What follows belongs to an exercise in optimizing a design on an open flow for a short achievable clock period and few clock cycles; a production flow would make more cautious choices. Only simulation tests tie the RTL to the original design; equivalence was not proved. No activity file was given, so power comes from the tool's default toggle rates.

$ cat flow/design.v
`timescale 1ns / 1ps
module cpu_top
    (
    input clk,
    input rst_n,
    input [31:0] inst_mem_data_i,
    output [31:0] inst_mem_addr_o,
    output [31:0] data_mem_data_o,
    input [31:0] data_mem_data_i,
    output [31:0] data_mem_addr_i,
    output data_mem_we_i,
    output [3:0] data_mem_wstrb_i,
    output data_mem_re_i
    );
reg [31:2] pc_f;
reg        d_valid;
reg        d_btb;       
reg [31:0] d_inst;
reg [31:2] d_pc;
reg        x_kill;      
reg        e_rw, e_load, e_store, e_jalr;
reg        e_c_eq, e_c_ne, e_c_lt, e_c_ge, e_c_ltu, e_c_geu;
reg        e_s_add, e_s_sub, e_s_slt, e_s_sltu, e_s_xor, e_s_or, e_s_and,
           e_s_sll, e_s_srl, e_s_sra, e_s_link;
reg        e_fa_m, e_fb_m;
reg        e_p_ee, e_p_em, e_p_me;
reg        e_bad;       
reg [31:2] e_tgt;       
reg [31:0] e_rs1v, e_rs2v, e_imm, e_link;    
reg [4:0]  e_rd;
reg [2:0]  e_f3;
reg        m_rw, m_load, m_we, m_jalr;
reg [31:0] m_res, m_addr, m_wdata;
reg [31:2] m_jtgt;
reg [3:0]  m_wstrb;
reg [4:0]  m_rd;
reg [2:0]  m_f3;
reg        w_rw;
reg [31:0] w_res;
reg [4:0]  w_rd;
wire [31:0] regs [0:31];
assign regs[0] = 32'd0;
genvar gi;
generate
    for (gi = 1; gi < 32; gi = gi + 1) begin : rf
        reg [31:0] q;
        always @(posedge clk) begin
            if (w_rw && (w_rd == gi)) q <= w_res;
        end
        assign regs[gi] = q;
    end
endgenerate
wire m_redirect = m_jalr;                  
wire e_ok = ~x_kill & ~m_redirect;         
wire ex_redirect;                          
wire e_bad_v = e_bad & e_ok;               
wire [31:0] inst = d_inst;
wire [4:0]  op   = inst[6:2];
wire [4:0]  rd   = inst[11:7];
wire [2:0]  f3   = inst[14:12];
wire [4:0]  rs1  = inst[19:15];
wire [4:0]  rs2  = inst[24:20];
wire        f7b5 = inst[30];
wire is_lui   = (op == 5'b01101);
wire is_auipc = (op == 5'b00101);
wire is_jal   = (op == 5'b11011);
wire is_jalr  = (op == 5'b11001);
wire is_br    = (op == 5'b11000);
wire is_load  = (op == 5'b00000);
wire is_store = (op == 5'b01000);
wire is_opimm = (op == 5'b00100);
wire is_op    = (op == 5'b01100);
wire [31:0] imm_i = {{20{inst[31]}}, inst[31:20]};
wire [31:0] imm_s = {{20{inst[31]}}, inst[31:25], inst[11:7]};
wire [31:0] imm_b = {{20{inst[31]}}, inst[7], inst[30:25], inst[11:8], 1'b0};
wire [31:0] imm_u = {inst[31:12], 12'b0};
wire [31:0] imm_j = {{12{inst[31]}}, inst[19:12], inst[20], inst[30:21], 1'b0};
wire uses_rs1 = is_jalr | is_br | is_load | is_store | is_opimm | is_op;
wire uses_rs2 = is_br | is_store | is_op;
wire rd_nz    = (rd != 5'd0);
wire d_rw     = (is_lui | is_auipc | is_jal | is_jalr | is_load | is_opimm | is_op) & rd_nz;
wire e_rw_v   = e_rw & e_ok;
wire e_load_v = e_load & e_ok;
wire same_rs   = (rs1 == rs2);
wire br_eqtype = (f3 == 3'b000) | (f3 == 3'b101) | (f3 == 3'b111);  
wire br_off4   = (imm_b == 32'd4);
wire jal_off4  = (imm_j == 32'd4);
wire br_known  = same_rs | br_off4;                  
wire br_known_taken = same_rs & br_eqtype & ~br_off4;
wire br_pred_taken  = br_known ? br_known_taken : imm_b[31];
wire br_check  = is_br & ~br_known;                  
wire [31:2] pc_plus4_d = d_pc + 30'd1;
wire jalr_x0    = (rs1 == 5'd0);
wire jalr_fuse  = is_jalr & (jalr_x0 | (e_rw_v & e_s_link & (e_rd == rs1)));
wire jalr_late  = is_jalr & ~jalr_fuse;
wire [31:0] tgt_j  = {d_pc, 2'b00} + imm_j;
wire [31:0] tgt_b  = {d_pc, 2'b00} + imm_b;
wire [31:0] tgt_r  = (jalr_x0 ? 32'd0 : e_link) + imm_i;
wire [31:0] d_tgt  = is_jal ? tgt_j : is_br ? tgt_b : {tgt_r[31:1], 1'b0};
wire d_taken = (is_jal & ~jal_off4) | (is_br & br_pred_taken) | jalr_fuse;
wire [31:0] auipc_v = {d_pc[31:12] + inst[31:12], d_pc[11:2], 2'b00};
wire [31:0] link_v  = is_lui   ? imm_u :
                      is_auipc ? auipc_v :
                      is_br    ? (br_pred_taken ? {pc_plus4_d, 2'b00} : tgt_b) :
                                 {pc_plus4_d, 2'b00};
wire stall = d_valid & e_load_v & ((uses_rs1 & (e_rd == rs1)) | (uses_rs2 & (e_rd == rs2)));
wire a_from_e = e_rw_v & (e_rd == rs1);
wire a_from_m = m_rw & (m_rd == rs1);
wire a_from_w = w_rw & (w_rd == rs1);
wire b_from_e = e_rw_v & (e_rd == rs2);
wire b_from_m = m_rw & (m_rd == rs2);
wire b_from_w = w_rw & (w_rd == rs2);
wire fa_m = a_from_e;
wire fb_m = uses_rs2 & b_from_e;
wire [31:0] m_final;
wire [31:0] byp1 = a_from_m ? m_final : w_res;
wire [31:0] byp2 = is_opimm ? imm_i : b_from_m ? m_final : w_res;
wire [31:0] rf1  = (a_from_m | a_from_w) ? byp1 : regs[rs1];
wire [31:0] rf2  = (is_opimm | b_from_m | b_from_w) ? byp2 : regs[rs2];
wire alu_r  = is_op;
wire alu_i  = is_opimm;
wire alu_ri = alu_r | alu_i;
wire s_add  = alu_ri & (f3 == 3'b000) & ~(alu_r & f7b5);
wire s_sub  = alu_r & (f3 == 3'b000) & f7b5;
wire s_sll  = alu_ri & (f3 == 3'b001);
wire s_slt  = alu_ri & (f3 == 3'b010);
wire s_sltu = alu_ri & (f3 == 3'b011);
wire s_xor  = alu_ri & (f3 == 3'b100);
wire s_srl  = alu_ri & (f3 == 3'b101) & ~f7b5;
wire s_sra  = alu_ri & (f3 == 3'b101) & f7b5;
wire s_or   = alu_ri & (f3 == 3'b110);
wire s_and  = alu_ri & (f3 == 3'b111);
wire s_link = is_lui | is_auipc | is_jal | is_jalr;
wire [2:0] bf = f3;
wire c_eq  = br_check & ((bf == 3'b000) ? ~br_pred_taken : (bf == 3'b001) ?  br_pred_taken : 1'b0);
wire c_ne  = br_check & ((bf == 3'b001) ? ~br_pred_taken : (bf == 3'b000) ?  br_pred_taken : 1'b0);
wire c_lt  = br_check & ((bf == 3'b100) ? ~br_pred_taken : (bf == 3'b101) ?  br_pred_taken : 1'b0);
wire c_ge  = br_check & ((bf == 3'b101) ? ~br_pred_taken : (bf == 3'b100) ?  br_pred_taken : 1'b0);
wire c_ltu = br_check & ((bf == 3'b110) ? ~br_pred_taken : (bf == 3'b111) ?  br_pred_taken : 1'b0);
wire c_geu = br_check & ((bf == 3'b111) ? ~br_pred_taken : (bf == 3'b110) ?  br_pred_taken : 1'b0);
wire [31:0] opa  = e_fa_m ? m_res : e_rs1v;
wire [31:0] opb  = e_fb_m ? m_res : e_rs2v;
wire [31:0] sdat = opb;
wire [31:0] addr = opa + e_imm;       
wire signed [31:0] opa_s = opa;
wire signed [31:0] opb_s = opb;
wire [31:0] sum  = opa + opb;
wire [31:0] diff = opa - opb;
wire        ltu  = (opa < opb);
wire        lt   = (opa_s < opb_s);
wire [31:0] sll  = opa << opb[4:0];
wire [31:0] srl  = opa >> opb[4:0];
wire [31:0] sra  = opa_s >>> opb[4:0];
wire [31:0] alu_res =
      ({32{e_s_add}}  & sum)
    | ({32{e_s_sub}}  & diff)
    | ({32{e_s_slt}}  & {31'b0, lt})
    | ({32{e_s_sltu}} & {31'b0, ltu})
    | ({32{e_s_xor}}  & (opa ^ opb))
    | ({32{e_s_or}}   & (opa | opb))
    | ({32{e_s_and}}  & (opa & opb))
    | ({32{e_s_sll}}  & sll)
    | ({32{e_s_srl}}  & srl)
    | ({32{e_s_sra}}  & sra)
    | ({32{e_s_link}} & e_link);
wire signed [31:0] e_rs1v_s = e_rs1v;
wire signed [31:0] e_rs2v_s = e_rs2v;
wire signed [31:0] m_res_s  = m_res;
wire eq_ee = (e_rs1v == e_rs2v), lt_ee = (e_rs1v_s < e_rs2v_s), ltu_ee = (e_rs1v < e_rs2v);
wire eq_em = (e_rs1v == m_res),  lt_em = (e_rs1v_s < m_res_s),  ltu_em = (e_rs1v < m_res);
wire eq_me = (m_res == e_rs2v),  lt_me = (m_res_s < e_rs2v_s),  ltu_me = (m_res < e_rs2v);
wire b_eq  = (e_p_ee & eq_ee) | (e_p_em & eq_em) | (e_p_me & eq_me);
wire b_lt  = (e_p_ee & lt_ee) | (e_p_em & lt_em) | (e_p_me & lt_me);
wire b_ltu = (e_p_ee & ltu_ee) | (e_p_em & ltu_em) | (e_p_me & ltu_me);
wire k_eq = e_c_eq & e_ok, k_ne = e_c_ne & e_ok, k_lt = e_c_lt & e_ok, k_ge = e_c_ge & e_ok,
     k_ltu = e_c_ltu & e_ok, k_geu = e_c_geu & e_ok;
assign ex_redirect = (k_eq & b_eq) | (k_ne & ~b_eq) | (k_lt & b_lt) | (k_ge & ~b_lt) |
                     (k_ltu & b_ltu) | (k_geu & ~b_ltu);
wire [1:0]  alo = addr[1:0];
wire [3:0]  smask = (e_f3[1:0] == 2'b00) ? 4'b0001 : (e_f3[1:0] == 2'b01) ? 4'b0011 : 4'b1111;
wire [3:0]  st_strb = smask << alo;
wire [31:0] st_data = sdat << {alo, 3'b000};
assign data_mem_addr_i  = m_addr;
assign data_mem_data_o  = m_wdata;
assign data_mem_we_i    = m_we;
assign data_mem_wstrb_i = m_wstrb;
assign data_mem_re_i    = m_load;
wire [31:0] ld_sh = data_mem_data_i >> {m_addr[1:0], 3'b000};
wire [31:0] ld_v  = (m_f3[1:0] == 2'b00) ? {{24{ld_sh[7]  & ~m_f3[2]}}, ld_sh[7:0]} :
                    (m_f3[1:0] == 2'b01) ? {{16{ld_sh[15] & ~m_f3[2]}}, ld_sh[15:0]} :
                                           ld_sh;
assign m_final = m_load ? ld_v : m_res;
assign inst_mem_addr_o = {pc_f, 2'b00};
localparam BTB_N = 16;
reg [BTB_N-1:0] btb_v;
reg [13:6]      btb_tag [0:BTB_N-1];
reg [15:2]      btb_tgt [0:BTB_N-1];    
wire [3:0]  f_idx  = pc_f[5:2];
wire        f_hit  = btb_v[f_idx] & (btb_tag[f_idx] == pc_f[13:6]);
wire [31:2] f_tgt  = {pc_f[31:16], btb_tgt[f_idx]};
wire d_fix = d_btb ? (~d_taken & ~jalr_late) : d_taken;
wire d_bad = d_btb & d_taken & (pc_f != d_tgt[31:2]);
wire d_redirect = d_valid & d_fix & ~stall;
wire [31:2] d_next = d_taken ? d_tgt[31:2] : pc_plus4_d;
wire [3:0]  d_idx  = d_pc[5:2];
wire d_go = d_valid & ~stall;    
always @(posedge clk or negedge rst_n) begin
    if (~rst_n) begin
        pc_f    <= 30'd0;
        d_valid <= 1'b0;
        d_btb   <= 1'b0;
    end else begin
        if (m_redirect) begin
            pc_f    <= m_jtgt;
            d_valid <= 1'b0;
        end else if (ex_redirect) begin
            pc_f    <= e_link[31:2];
            d_valid <= 1'b0;
        end else if (e_bad_v) begin
            pc_f    <= e_tgt;
            d_valid <= 1'b0;
        end else if (!stall) begin
            if (d_redirect) begin
                pc_f    <= d_next;
                d_valid <= 1'b0;
            end else begin
                pc_f    <= f_hit ? f_tgt : pc_f + 30'd1;
                d_valid <= 1'b1;
            end
        end
        if (!stall) d_btb <= f_hit;
    end
end
always @(posedge clk or negedge rst_n) begin
    if (~rst_n) begin
        btb_v <= {BTB_N{1'b0}};
    end else begin
        if (d_valid & ~jalr_late)
            btb_v[d_idx] <= d_taken ? 1'b1 : (d_btb ? 1'b0 : btb_v[d_idx]);
    end
end
always @(posedge clk) begin
    if (d_valid & d_taken) begin
        btb_tag[d_idx] <= d_pc[13:6];
        btb_tgt[d_idx] <= d_tgt[15:2];
    end
end
always @(posedge clk) begin
    if (!stall) begin
        d_inst <= inst_mem_data_i;
        d_pc   <= pc_f;
    end
end
always @(posedge clk or negedge rst_n) begin
    if (~rst_n) begin
        x_kill <= 1'b0;
        e_bad  <= 1'b0;
        e_rw <= 1'b0; e_load <= 1'b0; e_store <= 1'b0; e_jalr <= 1'b0;
        e_c_eq <= 1'b0; e_c_ne <= 1'b0; e_c_lt <= 1'b0; e_c_ge <= 1'b0; e_c_ltu <= 1'b0; e_c_geu <= 1'b0;
    end else begin
        x_kill  <= ex_redirect | m_redirect | e_bad_v;
        e_bad   <= d_go & d_bad;
        e_rw    <= d_go & d_rw;
        e_load  <= d_go & is_load;
        e_store <= d_go & is_store;
        e_jalr  <= d_go & jalr_late;
        e_c_eq  <= d_go & c_eq;
        e_c_ne  <= d_go & c_ne;
        e_c_lt  <= d_go & c_lt;
        e_c_ge  <= d_go & c_ge;
        e_c_ltu <= d_go & c_ltu;
        e_c_geu <= d_go & c_geu;
    end
end
always @(posedge clk) begin
    e_s_add <= s_add; e_s_sub <= s_sub; e_s_slt <= s_slt; e_s_sltu <= s_sltu;
    e_s_xor <= s_xor; e_s_or <= s_or; e_s_and <= s_and;
    e_s_sll <= s_sll; e_s_srl <= s_srl; e_s_sra <= s_sra; e_s_link <= s_link;
    e_fa_m <= fa_m; e_fb_m <= fb_m;
    e_p_ee <= is_br & ~fa_m & ~fb_m; e_p_em <= is_br & ~fa_m & fb_m; e_p_me <= is_br & fa_m & ~fb_m;
    e_rs1v <= rf1;
    e_rs2v <= rf2;
    e_imm  <= is_store ? imm_s : imm_i;
    e_link <= link_v;
    e_tgt  <= d_tgt[31:2];
    e_rd   <= rd;
    e_f3   <= f3;
end
always @(posedge clk or negedge rst_n) begin
    if (~rst_n) begin
        m_rw <= 1'b0; m_load <= 1'b0; m_we <= 1'b0; m_jalr <= 1'b0;
    end else begin
        m_rw   <= e_rw & e_ok;
        m_load <= e_load & e_ok;
        m_we   <= e_store & e_ok;
        m_jalr <= e_jalr & e_ok;
    end
end
always @(posedge clk) begin
    m_res   <= alu_res;
    m_addr  <= addr;
    m_jtgt  <= addr[31:2];
    m_wdata <= st_data;
    m_wstrb <= st_strb;
    m_rd    <= e_rd;
    m_f3    <= e_f3;
end
always @(posedge clk or negedge rst_n) begin
    if (~rst_n) w_rw <= 1'b0;
    else        w_rw <= m_rw;
end
always @(posedge clk) begin
    w_res <= m_final;
    w_rd  <= m_rd;
end
endmodule
$ cat flow/flow/run.sh
#!/bin/bash
set -euo pipefail
bash standard.sh SETUP_SLACK_MARGIN=8 finish > standard_flow.log 2>&1
$ cat flow/standard.sh
#!/bin/bash
# synth_recipe.tcl (not shown) runs the flow's synth.tcl, then flattens the netlist and writes it again
# the make line also repeats each setting of config.mk as NAME=value (left out here)
make -C /OpenROAD-flow-scripts/flow DESIGN_CONFIG=/design/flow/config.mk WORK_HOME=/design/flow/orfs CLKGATE_MAP_FILE= SYNTH_SCRIPT=/design/flow/synth_recipe.tcl "${@:-finish}"
$ cat flow/config.mk
export PLATFORM = sky130hd
export DESIGN_NAME = cpu_top
export DESIGN_NICKNAME = cpu_top
export VERILOG_FILES = /design/flow/design.v
export SDC_FILE = /design/flow/constraint.sdc
export NUM_CORES = 4
export LEC_CHECK = 0
export ABC_CLOCK_PERIOD_IN_PS = 3500
export CAP_MARGIN = 20
export CORE_MARGIN = 2
export CORE_UTILIZATION = 40
export PLACE_DENSITY = 0.6
export SLEW_MARGIN = 20
$ cat flow/constraint.sdc
create_clock -name core_clock -period 12.0 [get_ports {clk}]
set_input_delay 2.4000 -clock core_clock [delete_from_list [all_inputs] [get_ports {clk}]]
set_output_delay 2.4000 -clock core_clock [all_outputs]
set_load 0.01 [all_outputs]
==> results.tsv, run 1 <==
metric	value	unit
status	no timing/DRC/antenna violations	
syn_inst	7968	
critPathSlowestCell	or4_4	
clkTransAtPathRegs	0.06	ns
antenna_left	0	
hold_class	reg2reg	
drv_cap	0	
p_clk_frac	0.263	
yosys-top-cells-area	edfxtp_1 46%, dfxtp_1 6.7%, ha_1 4.3%, a22oi_1 3.7%, a221oi_1 3.0%	
htreeDepth	4	
grt_max_degree	66	
fin_crit_sh	0.405	
grt-ovfl-total	0	
place.detailed.hpwl	258000	um
nFillCells	20105	
min_period	4.86	ns
leakagePower	0.0384	uW
yosysWarnings	1	
ys.flop_type	edfxtp_1	
grt_pass1_wl	585000	um
drt_iter0_drc	16157	
portBuffers	163	
critPathArrivalTime	5.55	ns
start_util	0.402	
syn_area	0.0911	mm2
grt_busiest_layer	met2	
synth_seq_cells	1775	
cts_tree	done	
ir_drop	0.193	mV
yosysSeqAreaShare	0.548	
power.density	209	mW/mm2
first_pass_iters	11	
root_buffer	clkbuf_16	
fp.dieH	481	um
required	12.69	ns
drcViolationCount	0	
internal_power	14300	uW
rows	175	
p_sw_frac	0.379	
crit_fanout	46	
crit_path_start	d_inst[5]	
max_stage_delay	0.64	ns
cp_num_buf_inv	2	
setup_tns	0	ns
nNetsFinal	8704	
crit_top_cell	nand4_1	
start_kind	register	
ios	168	
final_util	0.485	
gp_congestion	1.01	
yosysTopAreaCell	edfxtp_1	
switchingPower	8720	uW
drive_gt1_frac	0.197	
die_area	0.232	mm2
synth_cell_type_count	94	
cts_inserted_buffers	188	
viasPerCell	7.09	
area_growth	20.8	%
slew_violations	0	
hold_start	e_f3[2]	
gr-usage-met2	0.508	
grt_usage	0.356	
cp_cell_sequence	buf_8 > and3b_2 > nand2_2 > buf_4 > o221ai_1 > a221o_4 > or2_0 > a21oi_1 > nand4_1 > or4_4 > nor4_4 > nand4_1 > nor3_4 > nor4b_1	
crit-reg2reg-launch	d_inst[5]	
worstMarginPinSlew	1.27	ns
die_w	481	um
rsz0062_at_grt	true	
syn_avg_cell_area	11.4	um2
comb_power_share	0.369	
vias	81699	
finalHoldViolCount	0	
max_slew_margin	0.143	
ys_async_sr_fraction	0.0366	
yosys.area.top_type_share	0.463	
use_met1	0.447	
hold_ws	0.329	ns
grt_pass1_vias	75985	
coreArea	0.227	mm2
crit_type	reg2reg	
endpoint_kind	register	
numClockSinks	1775	
dp_slack	5.56	ns
setup_viol	0	
clk_latency	0.91	ns
setup_ws	7.14	ns
power.share.sequential	0.367	
crit_family	simple AND/OR/NAND/NOR gates	
routed_wl	432000	um
yosysMostFrequentCell	edfxtp_1	
antenna_found_initial	34	
use_met3	0.131	
finalClockSkew	0.107	ns
synthTopCellsByCount	1404 x edfxtp_1, 539 x nor2_1, 488 x nand2_1	
max_clock_freq	0.206	GHz
wl_per_cell	37.5	um
synth_edf_count	1404	
clock_tree.buffer_depth	3	
==> power groups by stage <==
| stage | Combinational, uW | Clock (uW) | Sequential [uW] |
|---|---|---|---|
| 3_5_place_dp | 6610 | 0 | 8710 |
| 6_report | 8500 | 6060 | 8450 |
| 2_1_floorplan | 4480 | 0 | 8140 |
| 4_1_cts | 7710 | 6080 | 8380 |
| 5_1_grt | 8920 | 6330 | 8440 |
| 3_3_place_gp | 6550 | 0 | 8700 |
==> flip-flops by register name (all words and copies together), names as in the netlist, 3 cells and up <==
name	flops
btb_tag	128
btb_tgt	224
btb_v	16
d_inst	30
d_pc	30
e_f3	3
e_imm	12
e_link	31
e_rd	5
e_rs1v	32
e_rs2v	32
e_tgt	30
m_addr	3
m_f3	3
m_jtgt	29
m_rd	5
m_res	32
m_wdata	32
m_wstrb	4
pc_f	30
rf.q	992
w_rd	5
w_res	32
==> worst paths after layout <==
kind                             to  cells past startpoint  slack, ns
setup / recovery              e_bad                     14       7.14
hold reg to reg             m_f3[2]                      0       0.33
setup reg to reg              e_bad                     14       7.14
max in group asynchronous    m_load                      2       9.37
hold / removal              m_f3[2]                      0       0.33
min in group asynchronous  pc_f[14]                      1       1.43
==> repair_timing <==
| action | 4_1_cts | 5_1_grt |
|---|---|---|
| hold endpoints to repair | 0 | 0 |
| buffers inserted | 169 | 79 |
| setup endpoints to repair | 693 | 238 |
| pin swaps | 88 | 95 |
| gates resized for setup | 705 | 290 |
| hold buffers | 0 | 0 |
| gates cloned | 21 | 11 |
==> cells in the final DEF, fill, tap and decap left out, types with 37 or more instances in the layout <==
cell,n
a21oi_1,339
and3_1,48
buf_6,43
clkdlybuf4s50_1,62
a21o_1,55
dlygate4sd2_1,66
o21ai_0,365
dfxtp_1,227
clkbuf_16,196
buf_4,425
nand3_1,239
dfrtp_1,37
inv_1,199
nor2_4,99
nand2_1,477
nor2_1,424
clkinv_1,37
mux2_2,39
nand4_1,167
a22oi_1,446
nand2b_1,48
a22o_1,260
o21a_1,44
mux4_2,85
nor3_1,108
a211oi_1,61
o211ai_1,84
ha_4,45
ha_1,246
edfxtp_1,1404
a31oi_1,54
o221ai_1,57
a221oi_1,300
xnor2_1,143
a222oi_1,50
dfxtp_2,58
xor2_1,81
and2_1,73
o22ai_1,41
mux2i_1,158
==> layer usage <==
metal  wire, um  vias up
met2     177000     7551
met4      37900       32
met3      64900     2071
met5        274        -
li1           -    32246
met1     152000    39799
==> final cells by class <==
type                    count  area, um2  share of cell area
clock buffers             222       4860              0.0442
repair buffers            692       6730              0.0611
multi-input cells        5417      42000               0.382
diodes                     25       62.6            0.000568
inverters                 245        980             0.00890
well taps                3009       3760              0.0342
clock inverters           132       1560              0.0142
flip-flops and latches   1775      50100               0.455
==> worst reg2reg max path, delay by kind of cell, from the launching register on <==
kind | cells | cell delay (ns)
DFF | 1 | 0.39
and+or+nand+nor | 9 | 2.55
buffers and inverters | 2 | 0.66
AOI/OAI and AO/OA | 3 | 1.16
==> stage by stage <==
step	cells	total power (uW)	instance area [um2]
2_1_floorplan	7969	12600	91500
3_3_place_gp	10858	15200	97400
3_5_place_dp	10858	15300	97400
4_1_cts	11402	22200	108000
5_1_grt	11500	23700	110000
6_report	11517	23000	110000
==> logic make-up after synthesis <==
group,after synthesis,share of synthesized area
muxes,316,0.0470
and+or+nand+nor,1967,0.103
adders and majority gates,319,0.0444
AOI/OAI and AO/OA,2568,0.202
other,1,0.0000412
buffers and inverters,783,0.0329
DFF,1775,0.548
xor gates and xnor gates,239,0.0232
Testbench counts, summed over its fixed seeds: cycles 31,675.
==> inputs of run 2 (changes only) <==
==> flow/flow/run.sh (replaced) <==
#!/bin/bash
set -euo pipefail
bash standard.sh SETUP_SLACK_MARGIN=8.7 finish > standard_flow.log 2>&1
==> results.tsv, run 2 <==
metric	value	unit
status	no timing/DRC/antenna violations	
yosys.area_share.simple	0.103	
coreArea	0.227	mm2
ys.flop_type	edfxtp_1	
crit_fanout	7	
largestRegisters	rf.q (992), btb_tgt (224), btb_tag (128)	
syn_avg_cell_area	11.4	um2
use_met1	0.458	
clk_latency	0.89	ns
root_buffer	clkbuf_16	
multi_input_area	0.0453	mm2
fin_crit_sh	0.401	
crit_type	reg2reg	
ir_drop	0.168	mV
leakagePower	0.0413	uW
grt_max_degree	67	
rsz0062_at_grt	true	
cts_tree	done	
rows	175	
endpoint_kind	register	
synthTopCellsByCount	1404 x edfxtp_1, 539 x nor2_1, 488 x nand2_1	
drcViolationCount	0	
numClockSinks	1775	
yosys.area.top_type_share	0.463	
antenna_found_initial	26	
min_period	4.82	ns
portBuffers	163	
setup_tns	0	ns
start_util	0.402	
syn_area	0.0911	mm2
gr-usage-met2	0.542	
cts_inserted_buffers	187	
routed_wl	461000	um
finalHoldViolCount	0	
yosysWarnings	1	
largest_reg_flops	992	
yosysTopAreaCell	edfxtp_1	
synthMuxAreaShare	0.0470	
ys_async_sr_fraction	0.0366	
cp_num_buf_inv	3	
grt-ovfl-total	0	
wl_per_cell	38.8	um
seq_area	0.0502	mm2
start_kind	register	
synth_edf_count	1404	
htreeDepth	4	
power.density	207	mW/mm2
yosysMostFrequentCell	edfxtp_1	
use_met3	0.147	
synth_cell_type_count	94	
max_slew_margin	0.185	
synth-compound-area-share	0.202	
regMostFlops	rf.q	
drt_iter0_drc	15763	
yosysSeqAreaShare	0.548	
grt_busiest_layer	met2	
synth_top_family_by_area	compound AO/OA/AOI/OAI gates	
grt_pass1_wl	617000	um
reg2regPathDepth	18	
synth_seq_cells	1775	
grt_pass1_vias	78834	
critPathSlowestCell	nor4_4	
crit_family	simple AND/OR/NAND/NOR gates	
total_power	24500	uW
vias	84357	
setup_viol	0	
required	12.70	ns
critPathArrivalTime	5.51	ns
gp_congestion	1.03	
syn_inst	7968	
grt_usage	0.378	
max_stage_delay	0.48	ns
finalClockSkew	0.107	ns
viasPerCell	7.10	
clock_tree.buffer_depth	3	
first_pass_iters	11	
clkTransAtPathRegs	0.06	ns
max_clock_freq	0.208	GHz
place.detailed.hpwl	264000	um
cp_cell_sequence	buf_6 > nor3_4 > buf_4 > buf_8 > nand2b_4 > and2_4 > ha_4 > and3_4 > nand3_4 > o311ai_4 > a21oi_1 > o211ai_1 > o221a_2 > nand4_1 > nor4_4 > nand4_1 > nor3_4 > nor4b_1	
yosys-top-cells-area	edfxtp_1 46%, dfxtp_1 6.7%, ha_1 4.3%, a22oi_1 3.7%, a221oi_1 3.0%	
final_cell_mix	1404 x edfxtp_1, 571 x buf_4, 467 x nand2_1	
drive_gt1_frac	0.293	
ios	168	
final_common_cell	edfxtp_1	
synth_fa_ha_area_frac	0.0444	
whs_path_depth	0	
postCtsHoldBufs	0	
worstMarginPinSlew	1.22	ns
nNetsFinal	9091	
antenna_left	0	
area_growth	29.4	%
fp.dieH	481	um
die_w	481	um
rrSetupSlack	7.18	ns
hold_class	reg2reg	
slew_violations	0	
synthXorXnorAreaFrac	0.0232	
cp.depth	18	
die_area	0.232	mm2
final_util	0.520	
drv_cap	0	
nFillCells	19377	
==> run 2: cell counts after synthesis <==
Identical to the previous run, type by type.
==> run 2: power by group <==
part / switching, uW / internal (uW) / leakage [uW]
logic: 5780 / 4040 / 0.0219
registers: 840 / 7620 / 0.0163
clock network: 2700 / 3470 / 0.00312
==> run 2: worst paths after layout <==
path,from,end
setup / recovery,d_inst[18],e_bad
hold / removal,m_rd[4],w_rd[4]
setup reg to reg,d_inst[18],e_bad
hold reg to reg,m_rd[4],w_rd[4]
max in group asynchronous,rst_n,m_we
min in group asynchronous,rst_n,pc_f[16]
==> run 2: layout make-up <==
class                           count  share of cell area
Multi-Input combinational cell   5449               0.384
Clock inverter                    121              0.0125
Clock buffer                      228              0.0426
Tap cell                         3009              0.0319
Inverter                          245             0.00874
Sequential cell                  1775               0.426
Antenna cell                       13            0.000276
Timing Repair Buffer             1048              0.0942
==> run 2: cell families (layout without fill, tap and decap cells) <==
family,after synthesis,after routing
muxes,316,316
AOI/OAI and AO/OA,2568,2574
xor gates and xnor gates,239,239
and+or+nand+nor,1967,1999
buffers and inverters,783,1642
adders and majority gates,319,319
DFF,1775,1775
other,1,15
==> run 2: through the flow <==
stage | hold WS (ns) | cell area, um2 | setup WS (ns) | instances
5_1_grt | 0.408 | 118000 | 7.22 | 11875
2_1_floorplan | 0.310 | 92700 | 7.63 | 7969
4_1_cts | 0.395 | 114000 | 7.47 | 11680
3_3_place_gp | 0.391 | 98200 | 5.42 | 10849
6_report | 0.401 | 118000 | 7.18 | 11888
3_5_place_dp | 0.383 | 98300 | 5.37 | 10851
==> run 2: timing repair <==
action	in CTS	in global routing
endpoints found under the setup margin	946	750
resized for setup	1565	567
cloned	50	20
setup buffers	430	174
pin swaps	250	253
==> run 2: routing by layer <==
layer | vias up | share of wire
li1 | 33083 | -
met1 | 40975 | 0.34
met2 | 7900 | 0.41
met3 | 2365 | 0.15
met4 | 34 | 0.099
met5 | - | 0.0010
==> inputs of run 3 (changes only) <==
--- a/flow/design.v
+++ b/flow/design.v
@@ -19,2 +19,3 @@
 reg [31:2] d_pc;
+reg [31:0] d_rs1_oh, d_rs2_oh;    
 reg        x_kill;      
@@ -22,3 +23,3 @@
 reg        e_c_eq, e_c_ne, e_c_lt, e_c_ge, e_c_ltu, e_c_geu;
-reg        e_s_add, e_s_sub, e_s_slt, e_s_sltu, e_s_xor, e_s_or, e_s_and,
+reg        e_s_slt, e_s_sltu, e_s_xor, e_s_or, e_s_and,
            e_s_sll, e_s_srl, e_s_sra, e_s_link;
@@ -26,4 +27,6 @@
 reg        e_p_ee, e_p_em, e_p_me;
-reg        e_bad;       
+reg        e_add_ee, e_add_em, e_add_me, e_add_mm, e_sub_ee, e_sub_em, e_sub_me;
+reg        e_chk;       
 reg [31:2] e_tgt;       
+reg [31:2] e_fpc;       
 reg [31:0] e_rs1v, e_rs2v, e_imm, e_link;    
@@ -31,3 +34,3 @@
 reg [2:0]  e_f3;
-reg        m_rw, m_load, m_we, m_jalr;
+reg        m_rw, m_load, m_we, m_redir;
 reg [31:0] m_res, m_addr, m_wdata;
@@ -52,6 +55,5 @@
 endgenerate
-wire m_redirect = m_jalr;                  
+wire m_redirect = m_redir;                 
 wire e_ok = ~x_kill & ~m_redirect;         
 wire ex_redirect;                          
-wire e_bad_v = e_bad & e_ok;               
 wire [31:0] inst = d_inst;
@@ -97,4 +99,4 @@
 wire [31:0] tgt_b  = {d_pc, 2'b00} + imm_b;
-wire [31:0] tgt_r  = (jalr_x0 ? 32'd0 : e_link) + imm_i;
-wire [31:0] d_tgt  = is_jal ? tgt_j : is_br ? tgt_b : {tgt_r[31:1], 1'b0};
+wire [31:0] tgt_r  = e_link + imm_i;
+wire [31:0] d_tgt  = is_jal ? tgt_j : is_br ? tgt_b : jalr_x0 ? {imm_i[31:1], 1'b0} : {tgt_r[31:1], 1'b0};
 wire d_taken = (is_jal & ~jal_off4) | (is_br & br_pred_taken) | jalr_fuse;
@@ -117,4 +119,14 @@
 wire [31:0] byp2 = is_opimm ? imm_i : b_from_m ? m_final : w_res;
-wire [31:0] rf1  = (a_from_m | a_from_w) ? byp1 : regs[rs1];
-wire [31:0] rf2  = (is_opimm | b_from_m | b_from_w) ? byp2 : regs[rs2];
+reg  [31:0] rd1, rd2;
+integer ri;
+always @* begin
+    rd1 = 32'd0;
+    rd2 = 32'd0;
+    for (ri = 1; ri < 32; ri = ri + 1) begin
+        rd1 = rd1 | ({32{d_rs1_oh[ri]}} & regs[ri]);
+        rd2 = rd2 | ({32{d_rs2_oh[ri]}} & regs[ri]);
+    end
+end
+wire [31:0] rf1  = (a_from_m | a_from_w) ? byp1 : rd1;
+wire [31:0] rf2  = (is_opimm | b_from_m | b_from_w) ? byp2 : rd2;
 wire alu_r  = is_op;
@@ -146,6 +158,9 @@
 wire signed [31:0] opb_s = opb;
-wire [31:0] sum  = opa + opb;
-wire [31:0] diff = opa - opb;
-wire        ltu  = (opa < opb);
-wire        lt   = (opa_s < opb_s);
+wire [31:0] sum_ee  = e_rs1v + e_rs2v;
+wire [31:0] sum_em  = e_rs1v + m_res;
+wire [31:0] sum_me  = m_res + e_rs2v;
+wire [31:0] sum_mm  = {m_res[30:0], 1'b0};
+wire [31:0] diff_ee = e_rs1v - e_rs2v;
+wire [31:0] diff_em = e_rs1v - m_res;
+wire [31:0] diff_me = m_res - e_rs2v;
 wire [31:0] sll  = opa << opb[4:0];
@@ -153,14 +168,2 @@
 wire [31:0] sra  = opa_s >>> opb[4:0];
-wire [31:0] alu_res =
-      ({32{e_s_add}}  & sum)
-    | ({32{e_s_sub}}  & diff)
-    | ({32{e_s_slt}}  & {31'b0, lt})
-    | ({32{e_s_sltu}} & {31'b0, ltu})
-    | ({32{e_s_xor}}  & (opa ^ opb))
-    | ({32{e_s_or}}   & (opa | opb))
-    | ({32{e_s_and}}  & (opa & opb))
-    | ({32{e_s_sll}}  & sll)
-    | ({32{e_s_srl}}  & srl)
-    | ({32{e_s_sra}}  & sra)
-    | ({32{e_s_link}} & e_link);
 wire signed [31:0] e_rs1v_s = e_rs1v;
@@ -174,2 +177,19 @@
 wire b_ltu = (e_p_ee & ltu_ee) | (e_p_em & ltu_em) | (e_p_me & ltu_me);
+wire [31:0] alu_res =
+      ({32{e_add_ee}} & sum_ee)
+    | ({32{e_add_em}} & sum_em)
+    | ({32{e_add_me}} & sum_me)
+    | ({32{e_add_mm}} & sum_mm)
+    | ({32{e_sub_ee}} & diff_ee)
+    | ({32{e_sub_em}} & diff_em)
+    | ({32{e_sub_me}} & diff_me)
+    | ({32{e_s_slt}}  & {31'b0, b_lt})
+    | ({32{e_s_sltu}} & {31'b0, b_ltu})
+    | ({32{e_s_xor}}  & (opa ^ opb))
+    | ({32{e_s_or}}   & (opa | opb))
+    | ({32{e_s_and}}  & (opa & opb))
+    | ({32{e_s_sll}}  & sll)
+    | ({32{e_s_srl}}  & srl)
+    | ({32{e_s_sra}}  & sra)
+    | ({32{e_s_link}} & e_link);
 wire k_eq = e_c_eq & e_ok, k_ne = e_c_ne & e_ok, k_lt = e_c_lt & e_ok, k_ge = e_c_ge & e_ok,
@@ -201,3 +221,2 @@
 wire d_fix = d_btb ? (~d_taken & ~jalr_late) : d_taken;
-wire d_bad = d_btb & d_taken & (pc_f != d_tgt[31:2]);
 wire d_redirect = d_valid & d_fix & ~stall;
@@ -218,5 +237,2 @@
             d_valid <= 1'b0;
-        end else if (e_bad_v) begin
-            pc_f    <= e_tgt;
-            d_valid <= 1'b0;
         end else if (!stall) begin
@@ -249,4 +265,6 @@
     if (!stall) begin
-        d_inst <= inst_mem_data_i;
-        d_pc   <= pc_f;
+        d_inst   <= inst_mem_data_i;
+        d_pc     <= pc_f;
+        d_rs1_oh <= 32'd1 << inst_mem_data_i[19:15];
+        d_rs2_oh <= 32'd1 << inst_mem_data_i[24:20];
     end
@@ -256,3 +274,3 @@
         x_kill <= 1'b0;
-        e_bad  <= 1'b0;
+        e_chk  <= 1'b0;
         e_rw <= 1'b0; e_load <= 1'b0; e_store <= 1'b0; e_jalr <= 1'b0;
@@ -260,4 +278,4 @@
     end else begin
-        x_kill  <= ex_redirect | m_redirect | e_bad_v;
-        e_bad   <= d_go & d_bad;
+        x_kill  <= ex_redirect | m_redirect;
+        e_chk   <= d_go & d_btb & d_taken;
         e_rw    <= d_go & d_rw;
@@ -275,3 +293,3 @@
 always @(posedge clk) begin
-    e_s_add <= s_add; e_s_sub <= s_sub; e_s_slt <= s_slt; e_s_sltu <= s_sltu;
+    e_s_slt <= s_slt; e_s_sltu <= s_sltu;
     e_s_xor <= s_xor; e_s_or <= s_or; e_s_and <= s_and;
@@ -279,3 +297,7 @@
     e_fa_m <= fa_m; e_fb_m <= fb_m;
-    e_p_ee <= is_br & ~fa_m & ~fb_m; e_p_em <= is_br & ~fa_m & fb_m; e_p_me <= is_br & fa_m & ~fb_m;
+    e_p_ee <= ~fa_m & ~fb_m; e_p_em <= ~fa_m & fb_m; e_p_me <= fa_m & ~fb_m;
+    e_add_ee <= s_add & ~fa_m & ~fb_m; e_add_em <= s_add & ~fa_m & fb_m;
+    e_add_me <= s_add & fa_m & ~fb_m;  e_add_mm <= s_add & fa_m & fb_m;
+    e_sub_ee <= s_sub & ~fa_m & ~fb_m; e_sub_em <= s_sub & ~fa_m & fb_m;
+    e_sub_me <= s_sub & fa_m & ~fb_m;   
     e_rs1v <= rf1;
@@ -285,2 +307,3 @@
     e_tgt  <= d_tgt[31:2];
+    e_fpc  <= pc_f;
     e_rd   <= rd;
@@ -290,3 +313,3 @@
     if (~rst_n) begin
-        m_rw <= 1'b0; m_load <= 1'b0; m_we <= 1'b0; m_jalr <= 1'b0;
+        m_rw <= 1'b0; m_load <= 1'b0; m_we <= 1'b0; m_redir <= 1'b0;
     end else begin
@@ -295,3 +318,3 @@
         m_we   <= e_store & e_ok;
-        m_jalr <= e_jalr & e_ok;
+        m_redir <= (e_jalr | (e_chk & (e_tgt != e_fpc) & ~ex_redirect)) & e_ok;
     end
@@ -301,3 +324,3 @@
     m_addr  <= addr;
-    m_jtgt  <= addr[31:2];
+    m_jtgt  <= e_jalr ? addr[31:2] : e_tgt;
     m_wdata <= st_data;
==> flow/flow/run.sh (replaced) <==
#!/bin/bash
set -euo pipefail
bash standard.sh SETUP_SLACK_MARGIN=8.7 "BUFFER_PORTS_ARGS=-buffer_cell sky130_fd_sc_hd__buf_4" finish > standard_flow.log 2>&1
==> results.tsv, run 3 <==
metric	value	unit
max_slew_margin	0.156	
max_clock_freq	0.244	GHz
setup_viol	0	
syn_area	0.0999	mm2
grt-ovfl-total	0	
largestRegisters	rf.q (992), btb_tgt (224), btb_tag (128)	
setup_ws	7.91	ns
finalInstanceArea	0.126	mm2
ir_drop	0.160	mV
min_period	4.09	ns
synth_seq_cells	1902	
required	12.74	ns
yosysTopAreaCell	edfxtp_1	
largest_reg_flops	992	
hold_class	reg2reg	
numClockSinks	1902	
yosysSeqAreaShare	0.531	
postCtsHoldBufs	0	
synthTopCellsByCount	1466 x edfxtp_1, 597 x nor2_1, 537 x nand2_1	
ios	168	
place.detailed.hpwl	287000	um
rsz0062_at_grt	true	
dp_slack	6.52	ns
coreArea	0.248	mm2
fin_crit_sh	0.341	
syn_avg_cell_area	11.3	um2
antenna_found_initial	32	
cts_tree	done	
portBuffers	163	
cts_inserted_buffers	201	
finalClockSkew	0.131	ns
regMostFlops	rf.q	
yosysWarnings	1	
total_power	27700	uW
clk_latency	0.96	ns
start_util	0.402	
critPathArrivalTime	4.83	ns
worstMarginPinSlew	1.26	ns
die_area	0.254	mm2
gp_congestion	1.00	
grt_pass1_wl	663000	um
grt_pass1_vias	84906	
htreeDepth	4	
nNetsFinal	9948	
finalHoldViolCount	0	
setup_tns	0	ns
viasPerCell	7.01	
clkTransAtPathRegs	0.07	ns
routed_wl	490000	um
ys.flop_type	edfxtp_1	
drive_gt1_frac	0.280	
syn_inst	8813	
fp.dieH	504	um
drv_cap	0	
status	no timing/DRC/antenna violations	
synth_edf_count	1466	
crit_fanout	7	
crit_type	reg2reg	
slew_violations	0	
placed_cell_area	0.106	mm2
rows	183	
die_w	504	um
wl_per_cell	37.6	um
drcViolationCount	0	
first_pass_iters	12	
drt_iter0_drc	17923	
yosysMostFrequentCell	edfxtp_1	
yosys.area.top_type_share	0.441	
yosys-top-cells-area	edfxtp_1 44%, dfxtp_1 7.4%, ha_1 4.7%, a221oi_1 3.0%, a22oi_1 3.0%	
leakagePower	0.0451	uW
root_buffer	clkbuf_16	
ys_async_sr_fraction	0.0342	
start_kind	register	
antenna_left	0	
vias	91379	
power.density	220	mW/mm2
synth_cell_type_count	115	
final_common_cell	edfxtp_1	
clock_tree.buffer_depth	3	
final_util	0.508	
grt_usage	0.365	
area_growth	26.2	%
grt_max_degree	73	
final_cell_mix	1466 x edfxtp_1, 749 x buf_4, 523 x nand2_1	
endpoint_kind	register	
==> run 3: worst paths after layout <==
| path | slack, ns | cells after the start | startpoint | to |
|---|---|---|---|---|
| max in group asynchronous | 9.43 | 2 | rst_n | m_load |
| worst min register to register | 0.34 | 0 | e_f3[2] | m_f3[2] |
| worst max-delay path | 7.91 | 14 | pc_f[2] | pc_f[26] |
| worst min-delay path | 0.34 | 0 | e_f3[2] | m_f3[2] |
| min in group asynchronous | 1.46 | 1 | rst_n | pc_f[3] |
| worst max register to register | 7.91 | 14 | pc_f[2] | pc_f[26] |
==> run 3: critical path, cell delays in order, from the launching register on <==
cell and delay [ns]:
dfrtp_4 0.47, buf_6 0.13, buf_12 0.13, buf_16 0.16, mux4_2 0.53, mux4_2 0.60
xnor2_2 0.24, nand3_1 0.10, or4_4 0.55, buf_12 0.20, nand3_4 0.12, nor2_2 0.08
a2111oi_4 0.34, o31a_1 0.20, o21ai_1 0.08
==> run 3: area by class of cell <==
class / count / area, um2
clock buffer: 253 / 5480
fill: 21329 / 122000
sequential: 1902 / 53500
inverter: 295 / 1180
clock inverter: 127 / 1540
tap: 3330 / 4170
timing repair inverter: 2 / 12.5
multi-input combinational: 6048 / 50000
timing repair buffer: 1048 / 10200
antenna: 36 / 90.1
==> run 3: where the power goes <==
part | switching, uW | internal, uW | total [uW]
Sequential | 1060 | 8310 | 9370
Combinational | 6870 | 4820 | 11700
Clock | 2950 | 3680 | 6630
Total | 10900 | 16800 | 27700
==> run 3: per-stage QoR <==
step | hold slack [ns] | instances
global placement | 0.320 | 11973
finish | 0.342 | 13041
detailed placement | 0.319 | 11973
global route | 0.354 | 13029
floorplan | 0.310 | 8814
CTS | 0.342 | 12809
==> run 3: logic make-up (layout without fill, tap and decap cells) <==
family,count (synthesis),after routing,share of synthesized area
muxes,388,388,0.0504
xor gates and xnor gates,334,334,0.0293
and+or+nand+nor,2090,2103,0.0995
buffers and inverters,879,1725,0.0350
AOI/OAI and AO/OA,2835,2837,0.206
DFF,1902,1902,0.531
other,1,38,0.0000375
adders and majority gates,384,384,0.0489
==> run 3: timing repair <==
action / CTS / global route
endpoints found under the setup margin: 964 / 740
gates cloned: 40 / 10
buffers inserted: 416 / 185
gates resized for setup: 1182 / 486
pin swaps: 220 / 272
==> run 3: metal layers <==
layer  vias up  part of all wire  track usage
met5         -           0.00049      0.00131
met4        22             0.083        0.231
met3      2186              0.15        0.130
met2      8468              0.41        0.525
met1     44538              0.35        0.466
li1      36165                 -            -
Testbench counts of run 3, summed over its fixed seeds: cycles 31,675.
==> inputs of run 4 (changes only) <==
--- a/flow/design.v
+++ b/flow/design.v
@@ -20,2 +20,3 @@
 reg [31:0] d_rs1_oh, d_rs2_oh;    
+reg [31:2] d_pc4;       
 reg        x_kill;      
@@ -34,3 +35,6 @@
 reg [2:0]  e_f3;
-reg        m_rw, m_load, m_we, m_redir;
+reg        m_rw, m_load, m_we;
+reg        m_jr;        
+reg        m_bad;       
+reg        m_exr;       
 reg [31:0] m_res, m_addr, m_wdata;
@@ -55,3 +59,3 @@
 endgenerate
-wire m_redirect = m_redir;                 
+wire m_redirect = m_jr | (m_bad & ~m_exr);  
 wire e_ok = ~x_kill & ~m_redirect;         
@@ -93,3 +97,3 @@
 wire br_check  = is_br & ~br_known;                  
-wire [31:2] pc_plus4_d = d_pc + 30'd1;
+wire [31:2] pc_plus4_d = d_pc4;
 wire jalr_x0    = (rs1 == 5'd0);
@@ -218,4 +222,16 @@
 wire [3:0]  f_idx  = pc_f[5:2];
-wire        f_hit  = btb_v[f_idx] & (btb_tag[f_idx] == pc_f[13:6]);
-wire [31:2] f_tgt  = {pc_f[31:16], btb_tgt[f_idx]};
+reg         f_hit;
+reg  [15:2] f_tgt_lo;
+integer bi;
+always @* begin
+    f_hit    = 1'b0;
+    f_tgt_lo = 14'd0;
+    for (bi = 0; bi < BTB_N; bi = bi + 1) begin
+        if (btb_v[bi] && (f_idx == bi) && (btb_tag[bi] == pc_f[13:6])) begin
+            f_hit    = 1'b1;
+            f_tgt_lo = f_tgt_lo | btb_tgt[bi];
+        end
+    end
+end
+wire [31:2] f_tgt  = {pc_f[31:16], f_tgt_lo};
 wire d_fix = d_btb ? (~d_taken & ~jalr_late) : d_taken;
@@ -225,3 +241,6 @@
 wire d_go = d_valid & ~stall;    
-always @(posedge clk or negedge rst_n) begin
+wire [31:2] pc_other = m_redirect ? m_jtgt : stall ? pc_f : d_redirect ? d_next :
+                       f_hit ? f_tgt : pc_f + 30'd1;
+wire d_valid_other   = m_redirect ? 1'b0 : stall ? d_valid : ~d_redirect;
+always @(posedge clk) begin
     if (~rst_n) begin
@@ -231,17 +250,4 @@
     end else begin
-        if (m_redirect) begin
-            pc_f    <= m_jtgt;
-            d_valid <= 1'b0;
-        end else if (ex_redirect) begin
-            pc_f    <= e_link[31:2];
-            d_valid <= 1'b0;
-        end else if (!stall) begin
-            if (d_redirect) begin
-                pc_f    <= d_next;
-                d_valid <= 1'b0;
-            end else begin
-                pc_f    <= f_hit ? f_tgt : pc_f + 30'd1;
-                d_valid <= 1'b1;
-            end
-        end
+        pc_f    <= ex_redirect ? e_link[31:2] : pc_other;
+        d_valid <= ~ex_redirect & d_valid_other;
         if (!stall) d_btb <= f_hit;
@@ -249,3 +255,3 @@
 end
-always @(posedge clk or negedge rst_n) begin
+always @(posedge clk) begin
     if (~rst_n) begin
@@ -269,5 +275,6 @@
         d_rs2_oh <= 32'd1 << inst_mem_data_i[24:20];
+        d_pc4    <= pc_f + 30'd1;
     end
 end
-always @(posedge clk or negedge rst_n) begin
+always @(posedge clk) begin
     if (~rst_n) begin
@@ -311,5 +318,5 @@
 end
-always @(posedge clk or negedge rst_n) begin
+always @(posedge clk) begin
     if (~rst_n) begin
-        m_rw <= 1'b0; m_load <= 1'b0; m_we <= 1'b0; m_redir <= 1'b0;
+        m_rw <= 1'b0; m_load <= 1'b0; m_we <= 1'b0; m_jr <= 1'b0; m_bad <= 1'b0; m_exr <= 1'b0;
     end else begin
@@ -318,3 +325,5 @@
         m_we   <= e_store & e_ok;
-        m_redir <= (e_jalr | (e_chk & (e_tgt != e_fpc) & ~ex_redirect)) & e_ok;
+        m_jr  <= e_jalr & e_ok;
+        m_bad <= e_chk & (e_tgt != e_fpc) & e_ok;
+        m_exr <= ex_redirect;
     end
@@ -330,3 +339,3 @@
 end
-always @(posedge clk or negedge rst_n) begin
+always @(posedge clk) begin
     if (~rst_n) w_rw <= 1'b0;
==> results.tsv, run 4 <==
metric	value	unit
worstMarginPinSlew	1.29	ns
antenna_left	0	
ys_async_sr_fraction	0	
start_util	0.401	
first_pass_iters	9	
yosysSeqAreaShare	0.539	
postCtsHoldBufs	0	
largestRegisters	rf.q (992), btb_tgt (224), btb_tag (128)	
power.density	168	mW/mm2
wl_per_cell	37.1	um
drt_iter0_drc	16489	
gp_congestion	1.02	
min_period	3.92	ns
nFillCells	21611	
routed_wl	482000	um
numClockSinks	1934	
htreeDepth	4	
yosysTopAreaCell	edfxtp_1	
fp.dieH	503	um
setup_viol	0	
dp_slack	6.61	ns
yosys-top-cells-area	edfxtp_1 45%, dfxtp_1 8.8%, ha_1 4.7%, a221oi_1 3.2%, a22oi_1 3.2%	
clock_tree.buffer_depth	3	
ios	168	
ir_drop	0.169	mV
portBuffers	163	
grt-ovfl-total	0	
max_clock_freq	0.255	GHz
syn_area	0.0996	mm2
fin_crit_sh	0.327	
crit_fanout	2	
setup_ws	8.08	ns
drcViolationCount	0	
grt_max_degree	76	
nNetsFinal	9921	
area_growth	25.0	%
cts_inserted_buffers	201	
yosys.area.top_type_share	0.451	
vias	90121	
final_common_cell	edfxtp_1	
endpoint_kind	output pin	
critPathArrivalTime	1.52	ns
grt_pass1_wl	653000	um
coreArea	0.248	mm2
crit_type	reg2out	
syn_avg_cell_area	11.2	um2
drv_cap	0	
clk_latency	0.94	ns
ys.flop_type	edfxtp_1	
viasPerCell	6.94	
finalHoldViolCount	0	
synth_seq_cells	1934	
status	no timing/DRC/antenna violations	
largest_reg_flops	992	
start_kind	register	
synthTopCellsByCount	1496 x edfxtp_1, 665 x nor2_1, 559 x a21oi_1	
rsz0062_at_grt	true	
finalClockSkew	0.117	ns
syn_inst	8903	
synth_edf_count	1496	
grt_usage	0.364	
leakagePower	0.0439	uW
slew_violations	0	
required	9.60	ns
max_slew_margin	0.133	
seq_area	0.0541	mm2
setup_tns	0	ns
yosysWarnings	1	
grt_pass1_vias	83821	
place.detailed.hpwl	286000	um
die_w	503	um
regMostFlops	rf.q	
yosysMostFrequentCell	edfxtp_1	
rows	183	
cts_tree	done	
hold_class	reg2reg	
drive_gt1_frac	0.253	
root_buffer	clkbuf_16	
multi_input_area	0.0487	mm2
synth_cell_type_count	119	
final_cell_mix	1496 x edfxtp_1, 631 x buf_4, 573 x nor2_1	
antenna_found_initial	23	
clkTransAtPathRegs	0.06	ns
die_area	0.253	mm2
==> run 4: changes by cell type after synthesis, sizes merged, moves of 55 or more <==
cell / delta
xnor2: +105
dfxtp: +67
nor2: +68
a21oi: +74
dfrtp: -65
nand2: -55
mux2i: -74
mux4: -77
==> run 4: cell type report <==
class	instances	share of cell area
inverters	292	0.00923
flip-flops and latches	1934	0.435
well taps	3330	0.0335
multi-input cells	6115	0.391
repair buffers	924	0.0728
clock buffers	254	0.0433
diodes	22	0.000442
clock inverters	124	0.0148
==> run 4: repair_timing <==
| action | CTS | global route |
|---|---|---|
| setup buffers | 333 | 146 |
| resized for setup | 1085 | 483 |
| setup endpoints to repair | 915 | 686 |
| pin swaps | 220 | 236 |
| cloned | 34 | 2 |
==> run 4: critical path, cell delays in order (launching register included) <==
cell,delay [ns]
dfxtp_4,0.36
buf_12,0.14
buf_6,0.12
==> run 4: per-stage QoR <==
stage	power (uW)	cells	instance area (um2)	util	hold slack, ns
after global routing	21500	12980	124000	0.502	0.341
after detailed placement	12600	12079	106000	0.426	0.313
final	20900	12995	124000	0.502	0.334
after floorplan	10800	8904	100000	-	0.310
after CTS	20300	12824	121000	0.487	0.334
after global placement	12600	12079	106000	0.426	0.316
==> run 4: cells by family after synthesis <==
| kind of cell | after synthesis | synth area share |
|---|---|---|
| AND/OR/NAND/NOR | 2168 | 0.105 |
| other | 1 | 0.0000377 |
| adder cells (fa/ha/maj) | 387 | 0.0495 |
| multiplexers | 222 | 0.0240 |
| AO/OA/AOI/OAI | 2902 | 0.212 |
| buffers and inverters | 868 | 0.0340 |
| XOR/XNOR | 421 | 0.0370 |
| flip-flops | 1934 | 0.539 |
==> run 4: power by group <==
group	switching, uW	total, uW	internal [uW]	leakage, uW
Clock	2940	6860	3920	0.00349
Combinational	3430	5700	2270	0.0227
Sequential	630	8390	7760	0.0177
==> run 4: path summary, 6_finish.rpt <==
kind / from / endpoint / slack [ns] / depth (start not counted)
worst max-delay path: pc_f[2] / inst_mem_addr_o[2] / 8.08 / 2
worst min-delay path: e_f3[2] / m_f3[2] / 0.33 / 0
worst max register to register: e_fa_m / m_jtgt[29] / 8.11 / 20
worst min register to register: e_f3[2] / m_f3[2] / 0.33 / 0
==> run 4: metal layers <==
metal,vias to the layer above,wire length (um),share of wire,global-route usage
met3,2072,68300,0.14,0.112
li1,36087,-,-,-
met2,8043,201000,0.42,0.528
met1,43895,173000,0.36,0.468
met4,24,39300,0.082,0.239
met5,-,298,0.00062,0.00400
Testbench counts of run 4, summed over its fixed seeds: cycles 31,675.
==> inputs of run 5 (changes only) <==
--- a/flow/design.v
+++ b/flow/design.v
@@ -159,3 +159,5 @@
 wire [31:0] sdat = opb;
-wire [31:0] addr = opa + e_imm;       
+wire [31:0] addr_e = e_rs1v + e_imm;
+wire [31:0] addr_m = m_res + e_imm;
+wire [31:0] addr   = e_fa_m ? addr_m : addr_e;
 wire signed [31:0] opa_s = opa;
==> results.tsv, run 5 <==
metric	value	unit
yosys.area_share.simple	0.0983	
rsz0062_at_grt	true	
portBuffers	163	
dp.cells	11983	
slew_violations	0	
placed_cell_area	0.105	mm2
root_buffer	clkbuf_16	
numClockSinks	1934	
drv_cap	0	
antenna_left	0	
ios	168	
yosysTopAreaCell	edfxtp_1	
place.detailed.hpwl	291000	um
crit-reg2reg-launch	e_rs2v[26]	
regMostFlops	rf.q	
power.share.sequential	0.400	
ys_async_sr_fraction	0	
synth_fa_ha_area_frac	0.0494	
drive_gt1_frac	0.274	
fin_crit_sh	0.324	
syn_area	0.0995	mm2
start_kind	register	
status	no timing/DRC/antenna violations	
gp_congestion	1.03	
drt_iter0_drc	17573	
rows	183	
yosys.area.top_type_share	0.451	
crit_path_start	e_rs2v[26]	
nFillCells	21415	
max_slew_margin	0.117	
finalHoldViolCount	0	
htreeDepth	4	
synthTopCellsByCount	1496 x edfxtp_1, 557 x nor2_1, 509 x nand2_1	
yosysMostFrequentCell	edfxtp_1	
yosysWarnings	1	
yosys-top-cells-area	edfxtp_1 45%, dfxtp_1 8.8%, ha_1 4.7%, a221oi_1 3.9%, a22o_1 3.5%	
finalClockSkew	0.126	ns
cts_tree	done	
start_util	0.401	
switchingPower	6830	uW
power.density	164	mW/mm2
yosysSeqAreaShare	0.540	
final_util	0.505	
routed_wl	489000	um
largestRegisters	rf.q (992), btb_tgt (224), btb_tag (128)	
min_period	3.89	ns
synth_top_family_by_area	compound AO/OA/AOI/OAI gates	
synth_seq_cells	1934	
die_area	0.253	mm2
cp.depth	16	
first_pass_iters	13	
max_clock_freq	0.257	GHz
cts_inserted_buffers	207	
ir_drop	0.196	mV
hold_start	m_rd[1]	
clk_latency	0.95	ns
p_sw_frac	0.333	
reg2regPathDepth	16	
clock_tree.buffer_depth	3	
setup_viol	0	
critPathSlowestCell	o221ai_4	
comb_power_share	0.275	
grt_pass1_vias	83471	
synth_cell_type_count	113	
largest_reg_flops	992	
grt_max_degree	85	
synth-compound-area-share	0.214	
crit_type	reg2reg	
area_growth	25.9	%
max_stage_delay	0.43	ns
endpoint_kind	register	
fp.dieH	503	um
setup_tns	0	ns
final_cell_mix	1496 x edfxtp_1, 729 x buf_4, 494 x nand2_1	
grt-ovfl-total	0	
antenna_found_initial	29	
critPathArrivalTime	4.69	ns
crit_family	compound AO/OA/AOI/OAI gates	
vias	90674	
nNetsFinal	9940	
syn_avg_cell_area	11.3	um2
p_clk_frac	0.325	
wl_per_cell	37.6	um
finalInstanceArea	0.125	mm2
required	12.80	ns
hold_class	reg2reg	
clkTransAtPathRegs	0.06	ns
synthMuxAreaShare	0.0252	
worstMarginPinSlew	1.32	ns
final_common_cell	edfxtp_1	
ys.flop_type	edfxtp_1	
whs_path_depth	0	
crit_fanout	7	
die_w	503	um
crit_top_cell	buf_6	
grt_pass1_wl	658000	um
coreArea	0.248	mm2
leakagePower	0.0444	uW
cp_num_buf_inv	4	
layoutNonFillerInstCount	13013	
internal_power	13700	uW
synth_edf_count	1496	
viasPerCell	6.97	
grt_usage	0.368	
synthXorXnorAreaFrac	0.0384	
cp_cell_sequence	inv_2 > ha_2 > o21ai_2 > a21oi_2 > a221oi_2 > o21ai_4 > a211oi_4 > buf_6 > xor2_4 > o221ai_4 > mux2i_4 > a21o_4 > buf_6 > buf_16 > o211ai_1 > o211a_1	
drcViolationCount	0	
syn_inst	8818	
rrSetupSlack	8.11	ns
==> run 5: changes by cell type in the layout (fill, tap and decap cells not counted), moves of 27 or more <==
cell	before	now
a22oi_1	414	269
o21ai_0	212	243
nor2_1	573	473
a22o_1	319	396
a21oi_1	415	377
nand2_1	461	494
nand4_1	211	238
a221oi_1	344	419
nand3_1	197	151
nor3_1	167	114
buf_4	631	729
==> run 5: kinds of logic (layout without fill, tap and decap cells) <==
group | Yosys count | in the layout
compound gates | 2912 | 2912
simple gates | 2027 | 2054
flops | 1934 | 1934
buf+inv | 892 | 1716
xor+xnor | 436 | 436
fa+ha+maj | 386 | 386
mux | 230 | 230
other cells | 1 | 15
==> run 5: power by group through the flow <==
stage / registers, uW / clock network, uW / logic (uW)
3_3_place_gp: 8280 / 0 / 3940
6_report: 8230 / 6670 / 5650
2_1_floorplan: 8110 / 0 / 2500
5_1_grt: 8240 / 6920 / 5880
4_1_cts: 8180 / 6660 / 4940
3_5_place_dp: 8290 / 0 / 3960
==> run 5: final timing paths <==
path	end
max	pc_f[11]
min	w_rd[1]
max reg2reg	pc_f[11]
min reg2reg	w_rd[1]
==> run 5: routing by layer <==
metal  vias to the layer above  track usage  wire, um
li1                      36095            -         -
met1                     44088        0.467    173000
met2                      8287        0.531    202000
met3                      2186        0.119     71200
met4                        18        0.251     43300
met5                         -      0.00190       171
==> run 5: what timing repair did <==
action	4_1_cts	5_1_grt
hold buffers	0	0
pin swaps	207	270
gates cloned	43	10
setup buffers	374	199
resized for setup	1238	587
setup endpoints to repair	954	681
==> run 5: worst reg2reg max path: cells and delay by family, from the launching register on <==
family / cells / cell delay [ns]
compound gates: 9 / 2.02
buf+inv: 4 / 0.60
mux: 1 / 0.43
flops: 1 / 0.35
fa+ha+maj: 1 / 0.35
xor+xnor: 1 / 0.08
==> run 5: cell type report <==
type / count / area, um2 / share of cell area
Clock inverter: 130 / 1500 / 0.0120
Timing Repair Buffer: 1016 / 9620 / 0.0768
Sequential cell: 1934 / 54100 / 0.432
Tap cell: 3330 / 4170 / 0.0333
Clock buffer: 261 / 5580 / 0.0446
Antenna cell: 13 / 32.5 / 0.000260
Timing Repair inverter: 1 / 16.3 / 0.000130
Multi-Input combinational cell: 6020 / 49000 / 0.391
Inverter: 308 / 1260 / 0.0100
==> run 5: per-stage QoR <==
stage / hold WS, ns / total power, uW / setup slack (ns)
6_report: 0.389 / 20500 / 8.11
5_1_grt: 0.401 / 21000 / 8.09
4_1_cts: 0.390 / 19800 / 8.08
3_5_place_dp: 0.384 / 12300 / 6.54
3_3_place_gp: 0.384 / 12200 / 6.62
2_1_floorplan: 0.310 / 10600 / 8.09
Testbench counts of run 5, summed over its fixed seeds: cycles 31,675.

## re-timing with driven ports
No port has a modelled driver above. Below, the same layouts with a new extraction and two added sets of constraints.
Step 1 sets driving cells, clkbuf_16 on the clock port and buf_2 on the other inputs (assumed; they add their load-dependent delay and slew).
Step 2 times the ports against the registers' clock, not the clock port: input delays grow and output delays shrink by t, the midpoint of the rising clock arrivals with the driver on.
Slacks: ideal ports / drivers / drivers and shift; pairs: ideal ports / drivers.
| run | t, ns | slack for setup (ns) | worst register clock-pin slew, ns | pins driven straight from the clock port |
|---|---|---|---|---|
| run 1 | 0.958 | 7.140 / 7.140 / 7.140 | 0.07 / 0.07 | 1 |
| run 2 | 0.952 | 7.184 / 7.184 / 7.184 | 0.07 / 0.07 | 1 |
| run 3 | 0.975 | 7.909 / 7.834 / 7.715 | 0.08 / 0.08 | 1 |
| run 4 | 0.967 | 8.076 / 7.984 / 7.616 | 0.08 / 0.08 | 1 |
| run 5 | 0.968 | 8.114 / 8.030 / 7.588 | 0.07 / 0.07 | 1 |
After both steps every run listed still meets setup and hold. The setup slack of run 5, which loses most, moves by -0.084 ns with the drivers and by -0.526 ns with both steps.
